What follows belongs to an exercise in optimizing a design on an open flow for small area, a short achievable clock period and few clock cycles; a production flow would make more cautious choices.
In this exercise RTL edits were held to simulation tests only and were not proved equivalent to the original.

==> inputs of branch onyx <==
==> flow/design.v <==
module mips_cpu
  (
    input clk,
    input rst,
    output [31:0] imem_addr,
    input [31:0] imem_data,
    output [31:0] dmem_addr,
    output [31:0] dmem_wdata,
    output dmem_we,
    output dmem_re,
    input [31:0] dmem_rdata
  );
  reg [31:0] pc;
  reg        x_wb, x_ld, x_st, x_bc, x_bne, x_pred;
  reg        x_add, x_sub, x_and, x_or, x_nor, x_xor, x_sll, x_srl, x_sra;
  reg [4:0]  x_rd;
  reg [31:0] x_a, x_b, x_sd, x_alt;
  reg        m_wb, m_ld, m_st;
  reg [4:0]  m_rd;
  reg [31:0] m_res, m_sd;
  reg [31:0] rf [1:31];
  reg [31:1] rv;
  assign dmem_addr  = m_res;
  assign dmem_wdata = m_sd;
  assign dmem_we    = m_st;
  assign dmem_re    = m_ld;
  wire [31:0] m_val = m_ld ? dmem_rdata : m_res;
  integer k;
  always @(posedge clk) begin
    for (k = 1; k < 32; k = k + 1)
      if (m_wb && m_rd == k) rf[k] <= m_val;
  end
  always @(posedge clk or posedge rst) begin
    if (rst) rv <= 31'b0;
    else for (k = 1; k < 32; k = k + 1)
      if (m_wb && m_rd == k) rv[k] <= 1'b1;
  end
  wire [31:0] add_b   = x_b ^ {32{x_sub}};
  wire [31:0] sum     = x_a + add_b + {31'b0, x_sub};
  wire        big     = |x_b[31:5];
  wire [4:0]  sh      = x_b[4:0];
  wire [31:0] shl     = x_a << sh;
  wire [31:0] shr     = $signed({x_sra & x_a[31], x_a}) >>> sh;
  wire [31:0] fill    = {32{x_sra & x_a[31]}};
  wire [31:0] alu_out =
      ({32{x_add | x_sub}} & sum) |
      ({32{x_and}} & (x_a & x_b)) |
      ({32{x_or}}  & (x_a | x_b)) |
      ({32{x_nor}} & ~(x_a | x_b)) |
      ({32{x_xor}} & (x_a ^ x_b)) |
      ({32{x_sll & ~big}} & shl) |
      ({32{(x_srl | x_sra) & ~big}} & shr) |
      ({32{big}} & fill);
  wire eq      = (x_a == x_b);
  wire taken   = eq ^ x_bne;
  wire mispred = x_bc & (taken ^ x_pred);
  assign imem_addr = pc;
  wire [31:0] ir = imem_data;
  wire [5:0]  op = ir[31:26];
  wire [4:0]  rs = ir[25:21];
  wire [4:0]  rt = ir[20:16];
  wire [4:0]  rdr = ir[15:11];
  wire [15:0] imm = ir[15:0];
  wire o_add  = op == 6'd1;
  wire o_sub  = op == 6'd3;
  wire o_and  = op == 6'd5;
  wire o_or   = op == 6'd6;
  wire o_nor  = op == 6'd7;
  wire o_xor  = op == 6'd8;
  wire o_sll  = op == 6'd9 || op == 6'd10;
  wire o_sra  = op == 6'd11;
  wire o_srl  = op == 6'd12;
  wire o_addi = op == 6'd32;
  wire o_subi = op == 6'd33;
  wire o_ld   = op == 6'd36;
  wire o_st   = op == 6'd37;
  wire o_bez  = op == 6'd40;
  wire o_bne  = op == 6'd41;
  wire o_jmp  = op == 6'd42;
  wire is_r   = o_add | o_sub | o_and | o_or | o_nor | o_xor | o_sll | o_sra | o_srl;
  wire use_rt = is_r | o_bne | o_st;
  wire [4:0] dst = is_r ? rdr : rt;
  wire wb    = (is_r | o_addi | o_subi | o_ld) && dst != 5'd0;
  wire stall = x_ld && x_wb && (x_rd == rs || (use_rt && x_rd == rt));
  reg [31:0] rf_rs, rf_rt;
  integer j;
  always @(*) begin
    rf_rs = 32'b0;
    rf_rt = 32'b0;
    for (j = 1; j < 32; j = j + 1) begin
      rf_rs = rf_rs | ({32{rs == j && rv[j]}} & rf[j]);
      rf_rt = rf_rt | ({32{rt == j && rv[j]}} & rf[j]);
    end
  end
  wire hx_rs = x_wb && x_rd == rs;
  wire hx_rt = x_wb && x_rd == rt;
  wire hm_rs = m_wb && m_rd == rs;
  wire hm_rt = m_wb && m_rd == rt;
  wire [31:0] m_rs = hm_rs ? m_val : rf_rs;
  wire [31:0] m_rt = hm_rt ? m_val : rf_rt;
  wire [31:0] v_rs = hx_rs ? alu_out : m_rs;
  wire [31:0] v_rt = hx_rt ? alu_out : m_rt;
  wire [31:0] simm = {{16{imm[15]}}, imm};
  wire [31:0] ival = (o_ld | o_st) ? simm - 32'd1024 : simm;
  wire [31:0] bval = (is_r | o_bne) ? v_rt : o_bez ? 32'b0 : ival;
  wire [31:0] pc4  = pc + 32'd4;
  wire [31:0] tgt  = pc4 + {simm[29:0], 2'b00};
  wire        bc   = o_bez | o_bne;
  wire        pred = o_jmp | o_bne | (o_bez & imm[15]);
  always @(posedge clk or posedge rst) begin
    if (rst) begin
      pc <= 32'b0;
      x_wb <= 1'b0; x_ld <= 1'b0; x_st <= 1'b0; x_bc <= 1'b0;
      m_wb <= 1'b0; m_ld <= 1'b0; m_st <= 1'b0;
    end else begin
      m_wb <= x_wb; m_ld <= x_ld; m_st <= x_st;
      if (mispred) begin
        pc <= x_alt;
      end else if (!stall) begin
        pc <= pred ? tgt : pc4;
      end
      if (mispred || stall) begin
        x_wb <= 1'b0; x_ld <= 1'b0; x_st <= 1'b0; x_bc <= 1'b0;
      end else begin
        x_wb <= wb; x_ld <= o_ld; x_st <= o_st; x_bc <= bc;
      end
    end
  end
  always @(posedge clk) begin
    m_rd  <= x_rd;
    m_res <= alu_out;
    m_sd  <= x_sd;
    x_rd  <= dst;
    x_a   <= v_rs;
    x_b   <= bval;
    x_sd  <= v_rt;
    x_alt <= pred ? pc4 : tgt;
    x_bne <= o_bne;
    x_pred <= pred;
    x_add <= o_add | o_addi | o_ld | o_st;
    x_sub <= o_sub | o_subi;
    x_and <= o_and;
    x_or  <= o_or;
    x_nor <= o_nor;
    x_xor <= o_xor;
    x_sll <= o_sll;
    x_srl <= o_srl;
    x_sra <= o_sra;
  end
endmodule
==> flow/run.sh <==
#!/bin/bash
# synth_recipe.tcl (not shown) runs the flow's synth.tcl, then flattens the netlist and writes it again
# the make line also repeats each setting of config.mk as NAME=value (left out here)
make -C /OpenROAD-flow-scripts/flow DESIGN_CONFIG=/design/flow/config.mk WORK_HOME=/design/flow/orfs CLKGATE_MAP_FILE= SYNTH_SCRIPT=/design/flow/synth_recipe.tcl finish
==> flow/config.mk <==
export PLATFORM = sky130hd
export DESIGN_NAME = mips_cpu
export DESIGN_NICKNAME = mips_cpu
export VERILOG_FILES = /design/flow/design.v
export SDC_FILE = /design/flow/constraint.sdc
export NUM_CORES = 4
export LEC_CHECK = 0
export CAP_MARGIN = 20
export CELL_PAD_IN_SITES_DETAIL_PLACEMENT = 1
export CELL_PAD_IN_SITES_GLOBAL_PLACEMENT = 2
export CORE_MARGIN = 2
export CORE_UTILIZATION = 35
export PLACE_DENSITY = 0.55
export SLEW_MARGIN = 20
==> flow/constraint.sdc <==
create_clock -name core_clock -period 10.0 [get_ports {clk}]
set_input_delay 2.0000 -clock core_clock [delete_from_list [all_inputs] [get_ports {clk}]]
set_output_delay 2.0000 -clock core_clock [all_outputs]
set_load 0.01 [all_outputs]
==> branch amber: changes against branch onyx <==
--- a/flow/design.v
+++ b/flow/design.v
@@ -1 +1,63 @@
+module ks_add #(parameter N = 32, parameter L = 6)
+  (
+    input  [N-1:0] a,
+    input  [N-1:0] b,
+    input          cin,
+    output [N-1:0] s,
+    output         cout
+  );
+  wire [N:0] g0 = {a & b, cin};
+  wire [N:0] p0 = {a ^ b, 1'b0};
+  wire [N:0] g [0:L];
+  wire [N:0] p [0:L];
+  assign g[0] = g0;
+  assign p[0] = p0;
+  genvar l, i;
+  generate
+    for (l = 0; l < L; l = l + 1) begin : lvl
+      for (i = 0; i <= N; i = i + 1) begin : bt
+        if (i >= (1 << l)) begin : op
+          assign g[l+1][i] = g[l][i] | (p[l][i] & g[l][i - (1 << l)]);
+          assign p[l+1][i] = p[l][i] & p[l][i - (1 << l)];
+        end else begin : pass
+          assign g[l+1][i] = g[l][i];
+          assign p[l+1][i] = p[l][i];
+        end
+      end
+    end
+  endgenerate
+  assign s    = p0[N:1] ^ g[L][N-1:0];
+  assign cout = g[L][N];
+endmodule
+module sk_add #(parameter N = 32, parameter L = 6)
+  (
+    input  [N-1:0] a,
+    input  [N-1:0] b,
+    input          cin,
+    output [N-1:0] s,
+    output         cout
+  );
+  wire [N:0] g0 = {a & b, cin};
+  wire [N:0] p0 = {a ^ b, 1'b0};
+  wire [N:0] g [0:L];
+  wire [N:0] p [0:L];
+  assign g[0] = g0;
+  assign p[0] = p0;
+  genvar l, i;
+  generate
+    for (l = 0; l < L; l = l + 1) begin : lvl
+      for (i = 0; i <= N; i = i + 1) begin : bt
+        if ((i >> l) % 2 == 1) begin : op
+          assign g[l+1][i] = g[l][i] | (p[l][i] & g[l][((i >> l) << l) - 1]);
+          assign p[l+1][i] = p[l][i] & p[l][((i >> l) << l) - 1];
+        end else begin : pass
+          assign g[l+1][i] = g[l][i];
+          assign p[l+1][i] = p[l][i];
+        end
+      end
+    end
+  endgenerate
+  assign s    = p0[N:1] ^ g[L][N-1:0];
+  assign cout = g[L][N];
+endmodule
 module mips_cpu
@@ -12,7 +74,9 @@
   );
-  reg [31:0] pc;
-  reg        x_wb, x_ld, x_st, x_bc, x_bne, x_pred;
+  reg [31:2] pc;
+  reg        x_wb, x_ld, x_st, x_bc, x_bne, x_pred, x_fsd;
   reg        x_add, x_sub, x_and, x_or, x_nor, x_xor, x_sll, x_srl, x_sra;
   reg [4:0]  x_rd;
-  reg [31:0] x_a, x_b, x_sd, x_alt;
+  reg [31:0] x_a, x_b;
+  reg [31:0] x_c;
+  wire [31:2] x_alt = x_c[31:2];
   reg        m_wb, m_ld, m_st;
@@ -38,7 +102,15 @@
   wire [31:0] add_b   = x_b ^ {32{x_sub}};
-  wire [31:0] sum     = x_a + add_b + {31'b0, x_sub};
+  wire [31:0] sum;
+  wire        sum_co;
+  ks_add #(.N(32), .L(6)) alu_add (.a(x_a), .b(add_b), .cin(x_sub), .s(sum), .cout(sum_co));
   wire        big     = |x_b[31:5];
   wire [4:0]  sh      = x_b[4:0];
-  wire [31:0] shl     = x_a << sh;
-  wire [31:0] shr     = $signed({x_sra & x_a[31], x_a}) >>> sh;
+  function [31:0] rev32(input [31:0] v);
+    integer n;
+    for (n = 0; n < 32; n = n + 1) rev32[n] = v[31 - n];
+  endfunction
+  wire [31:0] sh_in   = x_sll ? rev32(x_a) : x_a;
+  wire [31:0] sh_out  = $signed({x_sra & x_a[31], sh_in}) >>> sh;
+  wire [31:0] shl     = rev32(sh_out);
+  wire [31:0] shr     = sh_out;
   wire [31:0] fill    = {32{x_sra & x_a[31]}};
@@ -56,3 +128,3 @@
   wire mispred = x_bc & (taken ^ x_pred);
-  assign imem_addr = pc;
+  assign imem_addr = {pc, 2'b00};
   wire [31:0] ir = imem_data;
@@ -83,3 +155,4 @@
   wire wb    = (is_r | o_addi | o_subi | o_ld) && dst != 5'd0;
-  wire stall = x_ld && x_wb && (x_rd == rs || (use_rt && x_rd == rt));
+  wire ld_rt = x_ld && x_wb && x_rd == rt;
+  wire stall = x_ld && x_wb && (x_rd == rs || (use_rt && !o_st && x_rd == rt));
   reg [31:0] rf_rs, rf_rt;
@@ -96,13 +169,21 @@
   wire hx_rt = x_wb && x_rd == rt;
-  wire hm_rs = m_wb && m_rd == rs;
-  wire hm_rt = m_wb && m_rd == rt;
-  wire [31:0] m_rs = hm_rs ? m_val : rf_rs;
-  wire [31:0] m_rt = hm_rt ? m_val : rf_rt;
-  wire [31:0] v_rs = hx_rs ? alu_out : m_rs;
-  wire [31:0] v_rt = hx_rt ? alu_out : m_rt;
+  wire hm_rs = m_wb && m_rd == rs && !hx_rs;
+  wire hm_rt = m_wb && m_rd == rt && !hx_rt;
+  wire [31:0] v_rs = ({32{hx_rs}} & alu_out) | ({32{hm_rs}} & m_val) |
+                     ({32{!hx_rs && !hm_rs}} & rf_rs);
+  wire [31:0] v_rt = ({32{hx_rt}} & alu_out) | ({32{hm_rt}} & m_val) |
+                     ({32{!hx_rt && !hm_rt}} & rf_rt);
   wire [31:0] simm = {{16{imm[15]}}, imm};
   wire [31:0] ival = (o_ld | o_st) ? simm - 32'd1024 : simm;
-  wire [31:0] bval = (is_r | o_bne) ? v_rt : o_bez ? 32'b0 : ival;
-  wire [31:0] pc4  = pc + 32'd4;
-  wire [31:0] tgt  = pc4 + {simm[29:0], 2'b00};
+  wire        b_reg = is_r | o_bne;
+  wire        b_imm = !(is_r | o_bne | o_bez);
+  wire [31:0] bval = ({32{b_reg}} & v_rt) | ({32{b_imm}} & ival);
+  wire [31:2] pc4    = pc + 30'd1;
+  wire [16:0] lo;
+  ks_add #(.N(16), .L(5)) tgt_add (.a(pc[17:2]), .b(imm), .cin(1'b1), .s(lo[15:0]), .cout(lo[16]));
+  wire [31:18] hi    = pc[31:18];
+  wire [31:18] hi_p1 = hi + 14'd1;
+  wire [31:18] hi_m1 = hi - 14'd1;
+  wire [31:18] thi   = imm[15] ? (lo[16] ? hi : hi_m1) : (lo[16] ? hi_p1 : hi);
+  wire [31:2] tgt    = {thi, lo[15:0]};
   wire        bc   = o_bez | o_bne;
@@ -111,3 +192,3 @@
     if (rst) begin
-      pc <= 32'b0;
+      pc <= 30'b0;
       x_wb <= 1'b0; x_ld <= 1'b0; x_st <= 1'b0; x_bc <= 1'b0;
@@ -116,7 +197,8 @@
       m_wb <= x_wb; m_ld <= x_ld; m_st <= x_st;
-      if (mispred) begin
+      if (pred && !stall && !mispred)
+        pc <= tgt;
+      else if (mispred)
         pc <= x_alt;
-      end else if (!stall) begin
-        pc <= pred ? tgt : pc4;
-      end
+      else if (!stall)
+        pc <= pc4;
       if (mispred || stall) begin
@@ -131,3 +213,3 @@
     m_res <= alu_out;
-    m_sd  <= x_sd;
+    m_sd  <= x_fsd ? dmem_rdata : x_c;
     x_rd  <= dst;
@@ -135,5 +217,5 @@
     x_b   <= bval;
-    x_sd  <= v_rt;
-    x_alt <= pred ? pc4 : tgt;
+    x_c   <= ({32{bc}} & {pred ? pc4 : tgt, 2'b00}) | ({32{!bc}} & v_rt);
     x_bne <= o_bne;
+    x_fsd <= o_st && ld_rt;
     x_pred <= pred;
==> flow/flow/run.sh (new file) <==
#!/bin/bash
# Layout flow: the standard flow (standard.sh, unchanged) with two
# settings passed through the environment:
#  - the port buffers that buffer_ports inserts are sky130_fd_sc_hd__buf_4
#    (its default pick is a slow delay cell);
#  - repair_timing aims at 6 ns of setup slack (SETUP_SLACK_MARGIN 6), so
#    the resizer keeps working until paths fit in about 4 ns.
# The SDC (clock period, IO delays, loads) is the standard flow's, untouched.
set -o pipefail
export BUFFER_PORTS_ARGS="-buffer_cell sky130_fd_sc_hd__buf_4"
export SETUP_SLACK_MARGIN=6
bash standard.sh > standard.log 2>&1
rc=$?
cp standard.sh standard_sh_copy.log
grep -h "setup_margin\|buffer_ports\|Perform port buffering" orfs/logs/*/*/*/*.log > settings_check.log 2>&1
exit $rc
==> flow/standard.sh (new file) <==
#!/bin/bash
# synth_recipe.tcl (not shown) runs the flow's synth.tcl, then flattens the netlist and writes it again
# the make line also repeats each setting of config.mk as NAME=value (left out here)
make -C /OpenROAD-flow-scripts/flow DESIGN_CONFIG=/design/flow/config.mk WORK_HOME=/design/flow/orfs CLKGATE_MAP_FILE= SYNTH_SCRIPT=/design/flow/synth_recipe.tcl "${@:-finish}"
- CORE_UTILIZATION: 35 -> 38
- CTS_CLUSTER_DIAMETER: not set -> 70
- CTS_CLUSTER_SIZE: not set -> 25
removed: flow/run.sh
==> branch indigo: changes against branch onyx <==
--- a/flow/design.v
+++ b/flow/design.v
@@ -1 +1,63 @@
+module ks_add #(parameter N = 32, parameter L = 6)
+  (
+    input  [N-1:0] a,
+    input  [N-1:0] b,
+    input          cin,
+    output [N-1:0] s,
+    output         cout
+  );
+  wire [N:0] g0 = {a & b, cin};
+  wire [N:0] p0 = {a ^ b, 1'b0};
+  wire [N:0] g [0:L];
+  wire [N:0] p [0:L];
+  assign g[0] = g0;
+  assign p[0] = p0;
+  genvar l, i;
+  generate
+    for (l = 0; l < L; l = l + 1) begin : lvl
+      for (i = 0; i <= N; i = i + 1) begin : bt
+        if (i >= (1 << l)) begin : op
+          assign g[l+1][i] = g[l][i] | (p[l][i] & g[l][i - (1 << l)]);
+          assign p[l+1][i] = p[l][i] & p[l][i - (1 << l)];
+        end else begin : pass
+          assign g[l+1][i] = g[l][i];
+          assign p[l+1][i] = p[l][i];
+        end
+      end
+    end
+  endgenerate
+  assign s    = p0[N:1] ^ g[L][N-1:0];
+  assign cout = g[L][N];
+endmodule
+module sk_add #(parameter N = 32, parameter L = 6)
+  (
+    input  [N-1:0] a,
+    input  [N-1:0] b,
+    input          cin,
+    output [N-1:0] s,
+    output         cout
+  );
+  wire [N:0] g0 = {a & b, cin};
+  wire [N:0] p0 = {a ^ b, 1'b0};
+  wire [N:0] g [0:L];
+  wire [N:0] p [0:L];
+  assign g[0] = g0;
+  assign p[0] = p0;
+  genvar l, i;
+  generate
+    for (l = 0; l < L; l = l + 1) begin : lvl
+      for (i = 0; i <= N; i = i + 1) begin : bt
+        if ((i >> l) % 2 == 1) begin : op
+          assign g[l+1][i] = g[l][i] | (p[l][i] & g[l][((i >> l) << l) - 1]);
+          assign p[l+1][i] = p[l][i] & p[l][((i >> l) << l) - 1];
+        end else begin : pass
+          assign g[l+1][i] = g[l][i];
+          assign p[l+1][i] = p[l][i];
+        end
+      end
+    end
+  endgenerate
+  assign s    = p0[N:1] ^ g[L][N-1:0];
+  assign cout = g[L][N];
+endmodule
 module mips_cpu
@@ -12,7 +74,9 @@
   );
-  reg [31:0] pc;
-  reg        x_wb, x_ld, x_st, x_bc, x_bne, x_pred;
+  reg [31:2] pc;
+  reg        x_wb, x_ld, x_st, x_bc, x_bne, x_pred, x_fsd;
   reg        x_add, x_sub, x_and, x_or, x_nor, x_xor, x_sll, x_srl, x_sra;
   reg [4:0]  x_rd;
-  reg [31:0] x_a, x_b, x_sd, x_alt;
+  reg [31:0] x_a, x_b;
+  reg [31:0] x_c;
+  wire [31:2] x_alt = x_c[31:2];
   reg        m_wb, m_ld, m_st;
@@ -38,7 +102,15 @@
   wire [31:0] add_b   = x_b ^ {32{x_sub}};
-  wire [31:0] sum     = x_a + add_b + {31'b0, x_sub};
+  wire [31:0] sum;
+  wire        sum_co;
+  ks_add #(.N(32), .L(6)) alu_add (.a(x_a), .b(add_b), .cin(x_sub), .s(sum), .cout(sum_co));
   wire        big     = |x_b[31:5];
   wire [4:0]  sh      = x_b[4:0];
-  wire [31:0] shl     = x_a << sh;
-  wire [31:0] shr     = $signed({x_sra & x_a[31], x_a}) >>> sh;
+  function [31:0] rev32(input [31:0] v);
+    integer n;
+    for (n = 0; n < 32; n = n + 1) rev32[n] = v[31 - n];
+  endfunction
+  wire [31:0] sh_in   = x_sll ? rev32(x_a) : x_a;
+  wire [31:0] sh_out  = $signed({x_sra & x_a[31], sh_in}) >>> sh;
+  wire [31:0] shl     = rev32(sh_out);
+  wire [31:0] shr     = sh_out;
   wire [31:0] fill    = {32{x_sra & x_a[31]}};
@@ -56,3 +128,3 @@
   wire mispred = x_bc & (taken ^ x_pred);
-  assign imem_addr = pc;
+  assign imem_addr = {pc, 2'b00};
   wire [31:0] ir = imem_data;
@@ -83,3 +155,4 @@
   wire wb    = (is_r | o_addi | o_subi | o_ld) && dst != 5'd0;
-  wire stall = x_ld && x_wb && (x_rd == rs || (use_rt && x_rd == rt));
+  wire ld_rt = x_ld && x_wb && x_rd == rt;
+  wire stall = x_ld && x_wb && (x_rd == rs || (use_rt && !o_st && x_rd == rt));
   reg [31:0] rf_rs, rf_rt;
@@ -96,13 +169,21 @@
   wire hx_rt = x_wb && x_rd == rt;
-  wire hm_rs = m_wb && m_rd == rs;
-  wire hm_rt = m_wb && m_rd == rt;
-  wire [31:0] m_rs = hm_rs ? m_val : rf_rs;
-  wire [31:0] m_rt = hm_rt ? m_val : rf_rt;
-  wire [31:0] v_rs = hx_rs ? alu_out : m_rs;
-  wire [31:0] v_rt = hx_rt ? alu_out : m_rt;
+  wire hm_rs = m_wb && m_rd == rs && !hx_rs;
+  wire hm_rt = m_wb && m_rd == rt && !hx_rt;
+  wire [31:0] v_rs = ({32{hx_rs}} & alu_out) | ({32{hm_rs}} & m_val) |
+                     ({32{!hx_rs && !hm_rs}} & rf_rs);
+  wire [31:0] v_rt = ({32{hx_rt}} & alu_out) | ({32{hm_rt}} & m_val) |
+                     ({32{!hx_rt && !hm_rt}} & rf_rt);
   wire [31:0] simm = {{16{imm[15]}}, imm};
   wire [31:0] ival = (o_ld | o_st) ? simm - 32'd1024 : simm;
-  wire [31:0] bval = (is_r | o_bne) ? v_rt : o_bez ? 32'b0 : ival;
-  wire [31:0] pc4  = pc + 32'd4;
-  wire [31:0] tgt  = pc4 + {simm[29:0], 2'b00};
+  wire        b_reg = is_r | o_bne;
+  wire        b_imm = !(is_r | o_bne | o_bez);
+  wire [31:0] bval = ({32{b_reg}} & v_rt) | ({32{b_imm}} & ival);
+  wire [31:2] pc4    = pc + 30'd1;
+  wire [16:0] lo;
+  ks_add #(.N(16), .L(5)) tgt_add (.a(pc[17:2]), .b(imm), .cin(1'b1), .s(lo[15:0]), .cout(lo[16]));
+  wire [31:18] hi    = pc[31:18];
+  wire [31:18] hi_p1 = hi + 14'd1;
+  wire [31:18] hi_m1 = hi - 14'd1;
+  wire [31:18] thi   = imm[15] ? (lo[16] ? hi : hi_m1) : (lo[16] ? hi_p1 : hi);
+  wire [31:2] tgt    = {thi, lo[15:0]};
   wire        bc   = o_bez | o_bne;
@@ -111,3 +192,3 @@
     if (rst) begin
-      pc <= 32'b0;
+      pc <= 30'b0;
       x_wb <= 1'b0; x_ld <= 1'b0; x_st <= 1'b0; x_bc <= 1'b0;
@@ -116,7 +197,8 @@
       m_wb <= x_wb; m_ld <= x_ld; m_st <= x_st;
-      if (mispred) begin
+      if (pred && !stall && !mispred)
+        pc <= tgt;
+      else if (mispred)
         pc <= x_alt;
-      end else if (!stall) begin
-        pc <= pred ? tgt : pc4;
-      end
+      else if (!stall)
+        pc <= pc4;
       if (mispred || stall) begin
@@ -131,3 +213,3 @@
     m_res <= alu_out;
-    m_sd  <= x_sd;
+    m_sd  <= x_fsd ? dmem_rdata : x_c;
     x_rd  <= dst;
@@ -135,5 +217,5 @@
     x_b   <= bval;
-    x_sd  <= v_rt;
-    x_alt <= pred ? pc4 : tgt;
+    x_c   <= ({32{bc}} & {pred ? pc4 : tgt, 2'b00}) | ({32{!bc}} & v_rt);
     x_bne <= o_bne;
+    x_fsd <= o_st && ld_rt;
     x_pred <= pred;
- CORE_UTILIZATION: 35 -> 38
- CTS_CLUSTER_DIAMETER: not set -> 70
- CTS_CLUSTER_SIZE: not set -> 25
- SETUP_SLACK_MARGIN: not set -> 5
==> results.txt <==
The lowest routed wire length belongs to branch onyx, the highest to branch amber.
Worst setup slack: branch onyx < branch indigo < branch amber.
In synthesized area, branch amber and branch indigo do not differ.
Register-to-register slack: branch onyx < branch indigo < branch amber.
Synthesized cell count: branch indigo is lower than branch onyx (about 0.35%).
The lowest count of clock-buffer cells in the layout belongs to branch indigo, the highest to branch onyx.
Core utilization: branch amber > branch indigo > branch onyx.
Fmax, highest first: branch amber, branch indigo, branch onyx.
==> figures <==
quantity	branch indigo	branch amber	branch onyx
Crit path setup slack, layout	4.91 ns	5.87 ns	4.43 ns
Setup slack after placement	3.36 ns	3.70 ns	3.83 ns
Number of tap cells added at floorplan	2058	2058	2310
Min-delay src	x_ld	x_st	x_sd[22]
Delay contributed by the slowest stage of the critical path	0.68 ns	0.36 ns	0.71 ns
Fraction of met3 tracks used by global routing	0.115	0.112	0.0907
Total number of cells along the worst setup path	11	13	12
Synthesized-area fraction occupied by and/or/nand/nor cells	0.0891	0.0891	0.0890
FF+latch count, synth	1242	1242	1275
Final std cell area, no fill	0.0687 mm2	0.0721 mm2	0.0706 mm2
Final GP Congestion	0.931	0.922	0.909
Fin crit period	5.09 ns	4.13 ns	5.57 ns
Number of global-route vias before repair	49911	50537	51110
Transition time at the pin with the least slew margin	1.22 ns	1.29 ns	1.31 ns
Number of buffers added for setup after CTS	2	84	0
Cell at the slowest stage of the critical path	and3_2	nor3_4	clkdlybuf4s50_1
Sum of met2 wire segment lengths after detailed routing	146000 um	146000 um	147000 um
Result of the run	timing/DRC/antenna clean	timing/DRC/antenna clean	timing/DRC/antenna clean
Testbench counts of branch onyx, summed over its fixed seeds: cycles 51,695.
Testbench counts of branch amber, summed over its fixed seeds: cycles 51,450.
Testbench counts of branch indigo, summed over its fixed seeds: cycles 51,450.

==> what the ideal ports hide <==
Ports are ideal in the flow. The routed layouts listed here were re-timed in OpenROAD. Step 1, drivers: a clkbuf_16 drives clk and a buf_2 each remaining input, both assumed. Step 2 also shifts input and output timing later by t, the mid clock arrival at the registers, as if the neighbouring blocks saw the same clock. Slacks: ideal ports / drivers / drivers and shift; pairs: ideal ports / drivers.
run	t, ns	slack for setup (ns)	latest minus earliest clock arrival (ns)	worst register clock-pin slew, ns	pins driven straight from the clock port
branch onyx	0.899	4.426 / 4.482 / 3.583	0.041 / 0.041	0.07 / 0.07	1
branch amber	0.853	5.867 / 5.912 / 5.058	0.071 / 0.071	0.10 / 0.10	1
branch indigo	0.844	4.912 / 4.988 / 4.144	0.070 / 0.070	0.10 / 0.10	1
After both steps every run listed still meets setup and hold. For branch onyx, which loses most, drivers alone change the setup slack by +0.056 ns; drivers and shift together by -0.843 ns.
